Context: an optimization exercise on an open-source flow, tuned for small area and a short achievable clock period. The choices shown serve that exercise and are no tape-out recipe.
In this exercise RTL edits were held to simulation tests only and were not proved equivalent to the original.
The flow treats the clock pin as an ideal source, which a real chip does not have.

==> run a: inputs <==
// zad4
module zad4
(input clk,
 input aclr,
 input [9:0] SW,
 output [0:6] HEX3, HEX2, HEX1, HEX0,
 output reg [7:0] LEDR);
  reg [7:0] A, B;
  reg [9:0] PL;     
  reg [6:0] PH;     
  always @(*)
    if (SW[9] && !SW[8]) LEDR = A;
    else if (SW[8] && !SW[9]) LEDR = B;
    else LEDR = 8'b00000000;
  wire [15:0] M;
  wire w1, w2, w3, w4, w5, w6, w7, w8, w9, w10, w11, w12, w13, w14, w15, w16, w17, w18, w19, w20, w21, w22, w23, w24, w25, w26, w27, w28, w29, w30, w31, w32, w33, w34, w35, w36, w37, w38, w39, w40, w41, w42, w43, w44, w45, w46, w47, w48, w49, w50, w51, w52, w53, w54, w55, w56, w57, w58, w59, w60, w61, w62, w63, w64, w65, w66, w67, w68, w69, w70, w71, w72, w73, w74, w75, w76, w77, w78, w79, w80, w81, w82, w83, w84, w85, w86, w87, w88, w89, w90, w91, w92, w93, w94, w95, w96, w97, w98, w99, w100, w101, w102, w103, w104, w105, w106, w107, w108, w109, w110, w111, w112;
  ha_cell add1 ((A[6] & B[0]), (A[5] & B[1]), {w2, w1});
  fa_cell add2 ((A[7] & B[0]), (A[6] & B[1]), (A[5] & B[2]), {w4, w3});
  ha_cell add3 ((A[4] & B[3]), (A[3] & B[4]), {w6, w5});
  fa_cell add4 ((A[7] & B[1]), (A[6] & B[2]), (A[5] & B[3]), {w8, w7});
  ha_cell add5 ((A[4] & B[4]), (A[3] & B[5]), {w10, w9});
  ...
==> flow/config.mk <==
export PLATFORM = sky130hd
export DESIGN_NAME = zad4
export DESIGN_NICKNAME = zad4
export VERILOG_FILES = /design/flow/design.v
export SDC_FILE = /design/flow/constraint.sdc
export NUM_CORES = 4
export LEC_CHECK = 0
export ABC_AREA = 1
export CAP_MARGIN = 20
export CORE_MARGIN = 2
export CORE_UTILIZATION = 40
export SLEW_MARGIN = 20
export SYNTH_HIERARCHICAL = 1
==> flow/constraint.sdc <==
create_clock -name core_clock -period 18.0 [get_ports {clk}]
set_input_delay 3.6000 -clock core_clock [delete_from_list [all_inputs] [get_ports {clk}]]
set_output_delay 3.6000 -clock core_clock [all_outputs]
set_load 0.01 [all_outputs]
standard.sh (not shown) runs the stock make flow with config.mk's settings and CLKGATE_MAP_FILE= SYNTH_SCRIPT=/design/flow/synth_recipe.tcl, a recipe that flattens the netlist after the stock synthesis.
==> flow/flow/run.sh <==
#!/bin/bash
# The standard ORFS layout with these changes:
#  - synthesis maps the logic with an area-oriented ABC script (flow/abc_area_map.script);
#    everything else in synthesis is synth_recipe.tcl unchanged;
#  - the port buffers are sky130_fd_sc_hd__buf_2 instead of the default delay buffer;
#  - the clock tree is built from clkbuf_4 with larger sink clusters and no dummy loads.
set -euo pipefail
here=$(pwd)
export BUFFER_PORTS_ARGS="-buffer_cell sky130_fd_sc_hd__buf_2"
export CTS_ARGS="-sink_clustering_enable -repair_clock_nets -dont_use_dummy_load -buf_list sky130_fd_sc_hd__clkbuf_4 -sink_clustering_size 32 -sink_clustering_max_diameter 200"
export MY_ABC_SCRIPT=$here/flow/abc_area_map.script
export FLOW_SYNTH_TCL=$here/synth_recipe.tcl
sed "s#SYNTH_SCRIPT=[^ ]*#SYNTH_SCRIPT=$here/flow/synth.tcl#" standard.sh > own_standard.sh
bash own_standard.sh > standard.log 2>&1
==> flow/flow/abc_area_map.script <==
strash
dch
amap
==> flow/flow/synth.tcl <==
# The standard synthesis (synth_recipe.tcl), with only the final ABC mapping
# run from the script in $MY_ABC_SCRIPT (area-oriented mapping).
proc abc {args} {
  set i [lsearch -exact $args -script]
  if {$i >= 0 && [info exists ::env(MY_ABC_SCRIPT)]} {
    lset args [expr {$i + 1}] $::env(MY_ABC_SCRIPT)
  }
  yosys abc {*}$args
}
source $::env(FLOW_SYNTH_TCL)
==> run b: changes against run a <==
--- a/flow/design.v
+++ b/flow/design.v
@@ -9,12 +9,12 @@
  input aclr,
  input [9:0] SW,
  output [0:6] HEX3, HEX2, HEX1, HEX0,
  output reg [7:0] LEDR);
   reg [7:0] A, B;
-  reg [9:0] PL;     
-  reg [6:0] PH;     
+  reg [8:0] PL;     
+  reg [8:0] PH;     
   always @(*)
     if (SW[9] && !SW[8]) LEDR = A;
     else if (SW[8] && !SW[9]) LEDR = B;
     else LEDR = 8'b00000000;
   wire [15:0] M;
@@ -85,38 +85,39 @@
   function [2:0] qbin(input [2:0] x);
     qbin = {(x[1] & ~x[2]),
             (x[2]),
             ~((~x[0]) | (x[1] & ~x[2]))};
   endfunction
-  reg [7:0] hg;
-  reg [3:0] h0, h1;
-  reg [6:0] hd;
+  reg [11:0] hg;
+  reg [3:0] h0, h1, h2;
+  reg [8:0] hd;
   integer m;
   always @(*) begin
-    hg = 8'd0;
-    for (m = 15; m >= 10; m = m - 1) begin
+    hg = 12'd0;
+    for (m = 15; m >= 9; m = m - 1) begin
       h0 = dcell(hg[3:0]);
       h1 = dcell(hg[7:4]);
-      hg = {h1[3:1], h0[0], h0[3:1], M[m]};
+      h2 = dcell(hg[11:8]);
+      hg = {h2[3:1], h1[0], h1[3:1], h0[0], h0[3:1], M[m]};
     end
-    hd = hg[6:0];
+    hd = hg[8:0];
   end
   always @(posedge clk, negedge aclr)
     if (~aclr) begin
-      A <= 8'd0; B <= 8'd0; PL <= 10'd0; PH <= 7'd0;
+      A <= 8'd0; B <= 8'd0; PL <= 9'd0; PH <= 9'd0;
     end else begin
       if (SW[9]) A <= SW[7:0];
       if (SW[8]) B <= SW[7:0];
-      PL <= M[9:0];
-      PH <= {hd[6:4], hd[3:0]};
+      PL <= M[8:0];
+      PH <= hd;
     end
   reg [15:0] dg;
   reg [3:0] u0, u1, u2, u3;
   integer k;
   always @(*) begin
-    dg = {8'd0, PH[6], PH};
-    for (k = 9; k >= 0; k = k - 1) begin
+    dg = {7'd0, PH};
+    for (k = 8; k >= 0; k = k - 1) begin
       u0 = dcell(dg[3:0]);
       u1 = dcell(dg[7:4]);
       u2 = dcell(dg[11:8]);
       u3 = dcell(dg[15:12]);
       dg = {u3[3:1], u2[0], u2[3:1], u1[0], u1[3:1], u0[0], u0[3:1], PL[k]};
==> flow/flow/run.sh (replaced) <==
#!/bin/bash
# The standard ORFS layout with these changes:
#  - synthesis maps the logic with an area-oriented ABC script (flow/abc_area_map.script);
#    everything else in synthesis is synth_recipe.tcl unchanged;
#  - the port buffers are sky130_fd_sc_hd__buf_2 instead of the default delay buffer;
#  - the clock: before CTS, flow/manual_clk.tcl drives all registers' clock pins from one
#    clkbuf_16 at their centroid, fed by the clk port; CTS then finds no net left to build;
#  - one tie cell drives all constant outputs (no tie fanout repair).
set -euo pipefail
here=$(pwd)
export SKIP_REPAIR_TIE_FANOUT=1
export SETUP_SLACK_MARGIN=10.1
export SETUP_MOVE_SEQUENCE=sizeup,swap
export SKIP_GATE_CLONING=1
export SKIP_LAST_GASP=1
export BUFFER_PORTS_ARGS="-buffer_cell sky130_fd_sc_hd__buf_2"
export PRE_CTS_TCL=$here/flow/manual_clk.tcl
export MANUAL_CLK_BUF=sky130_fd_sc_hd__clkbuf_16
export MANUAL_CLK_GROUPS=1
export CTS_ARGS="-sink_clustering_enable -repair_clock_nets -dont_use_dummy_load -buf_list sky130_fd_sc_hd__clkbuf_8 -clk_nets clk"
export MY_ABC_SCRIPT=$here/flow/abc_area_map.script
export FLOW_SYNTH_TCL=$here/synth_recipe.tcl
sed "s#SYNTH_SCRIPT=[^ ]*#SYNTH_SCRIPT=$here/flow/synth.tcl#" standard.sh > own_standard.sh
bash own_standard.sh > standard.log 2>&1
==> flow/flow/manual_clk.tcl (new file) <==
# Clock distribution for a design with a few dozen registers: the register clock
# pins are split into $::env(MANUAL_CLK_GROUPS) groups by x position, and each group
# is driven by one $::env(MANUAL_CLK_BUF) placed at the group's centroid, itself
# driven by the clk port. CTS then finds no net left to build a tree for.
set block [ord::get_db_block]
set clknet [$block findNet clk]
set master [[ord::get_db] findMaster $::env(MANUAL_CLK_BUF)]
set ngroups $::env(MANUAL_CLK_GROUPS)
set pins {}
foreach it [$clknet getITerms] {
  set bb [[$it getInst] getBBox]
  lappend pins [list [expr {([$bb xMin] + [$bb xMax]) / 2}] [expr {([$bb yMin] + [$bb yMax]) / 2}] $it]
}
set pins [lsort -integer -index 0 $pins]
set n [llength $pins]
for {set g 0} {$g < $ngroups} {incr g} {
  set lo [expr {$g * $n / $ngroups}]
  set hi [expr {($g + 1) * $n / $ngroups - 1}]
  set inst [odb::dbInst_create $block $master clkbuf_manual_$g]
  set net [odb::dbNet_create $block clknet_manual_$g]
  $net setSigType CLOCK
  set sx 0; set sy 0
  foreach p [lrange $pins $lo $hi] {
    lassign $p x y it
    set sx [expr {$sx + $x}]; set sy [expr {$sy + $y}]
    $it disconnect
    $it connect $net
  }
  set k [expr {$hi - $lo + 1}]
  [$inst findITerm A] connect $clknet
  [$inst findITerm X] connect $net
  $inst setLocation [expr {$sx / $k}] [expr {$sy / $k}]
  $inst setPlacementStatus PLACED
  puts "manual clock buffer $g ([$master getName]) drives $k clock pins"
}
--- a/flow/config.mk
+++ b/flow/config.mk
@@ -6,8 +6,8 @@
 export NUM_CORES = 4
 export LEC_CHECK = 0
 export ABC_AREA = 1
 export CAP_MARGIN = 20
 export CORE_MARGIN = 2
-export CORE_UTILIZATION = 40
+export CORE_UTILIZATION = 60
 export SLEW_MARGIN = 20
 export SYNTH_HIERARCHICAL = 1
==> results.txt <==
==================================================================
Status                            no timing/DRC/antenna violations
Critical path buffer and inverter count                          2
Die width                                                   101 um
Most frequent cells after synthesis                   nor2_1, clkinv_1, fa_1
Worst setup path category                                  reg2out
Area share of the largest cell type after synthesis          0.253
Multi-input combinational area share                         0.662
Area of the multi-input gates                          0.00272 mm2
Tightest slew margin relative to the limit                   0.507
==================================================================
The numbers above come from run a.

==> results.txt <==
==================================================================
Most frequent cells after synthesis                   nor2_1, clkinv_1, fa_1, o21ai_0, dfrtp_1
Critical path buffer and inverter count                          3
Status                            no timing/DRC/antenna violations
Area share of the largest cell type after synthesis          0.252
Area of the multi-input gates                          0.00286 mm2
Worst setup path category                                   in2out
Multi-input combinational area share                         0.675
==================================================================
The numbers above come from run b.

separate check: timing with driven ports:
The results above use ideal ports. As a check the final layouts listed here were re-extracted and re-timed, cells and wires unchanged.
Step 1: set_driving_cell puts a clkbuf_16 on clk and a buf_2 on each other input, an assumption about the parent block.
Step 2 also shifts input and output timing later by t, the mid clock arrival at the registers, as if the neighbouring blocks saw the same clock.
a / b / c = ideal ports / drivers / drivers and shift; a / b = the first two.
run	shift t [ns]	setup slack, ns	worst setup path at the end	worst slew at a driven data input, ns
run a	0.358	9.719 / 9.691 / 9.742	input to output	0.03
run b	0.210	10.143 / 10.111 / 10.111	input to output	0.03
After both steps every run listed still meets setup and hold. For run b, which loses most, drivers alone change the setup slack by -0.032 ns; drivers and shift together by -0.032 ns.
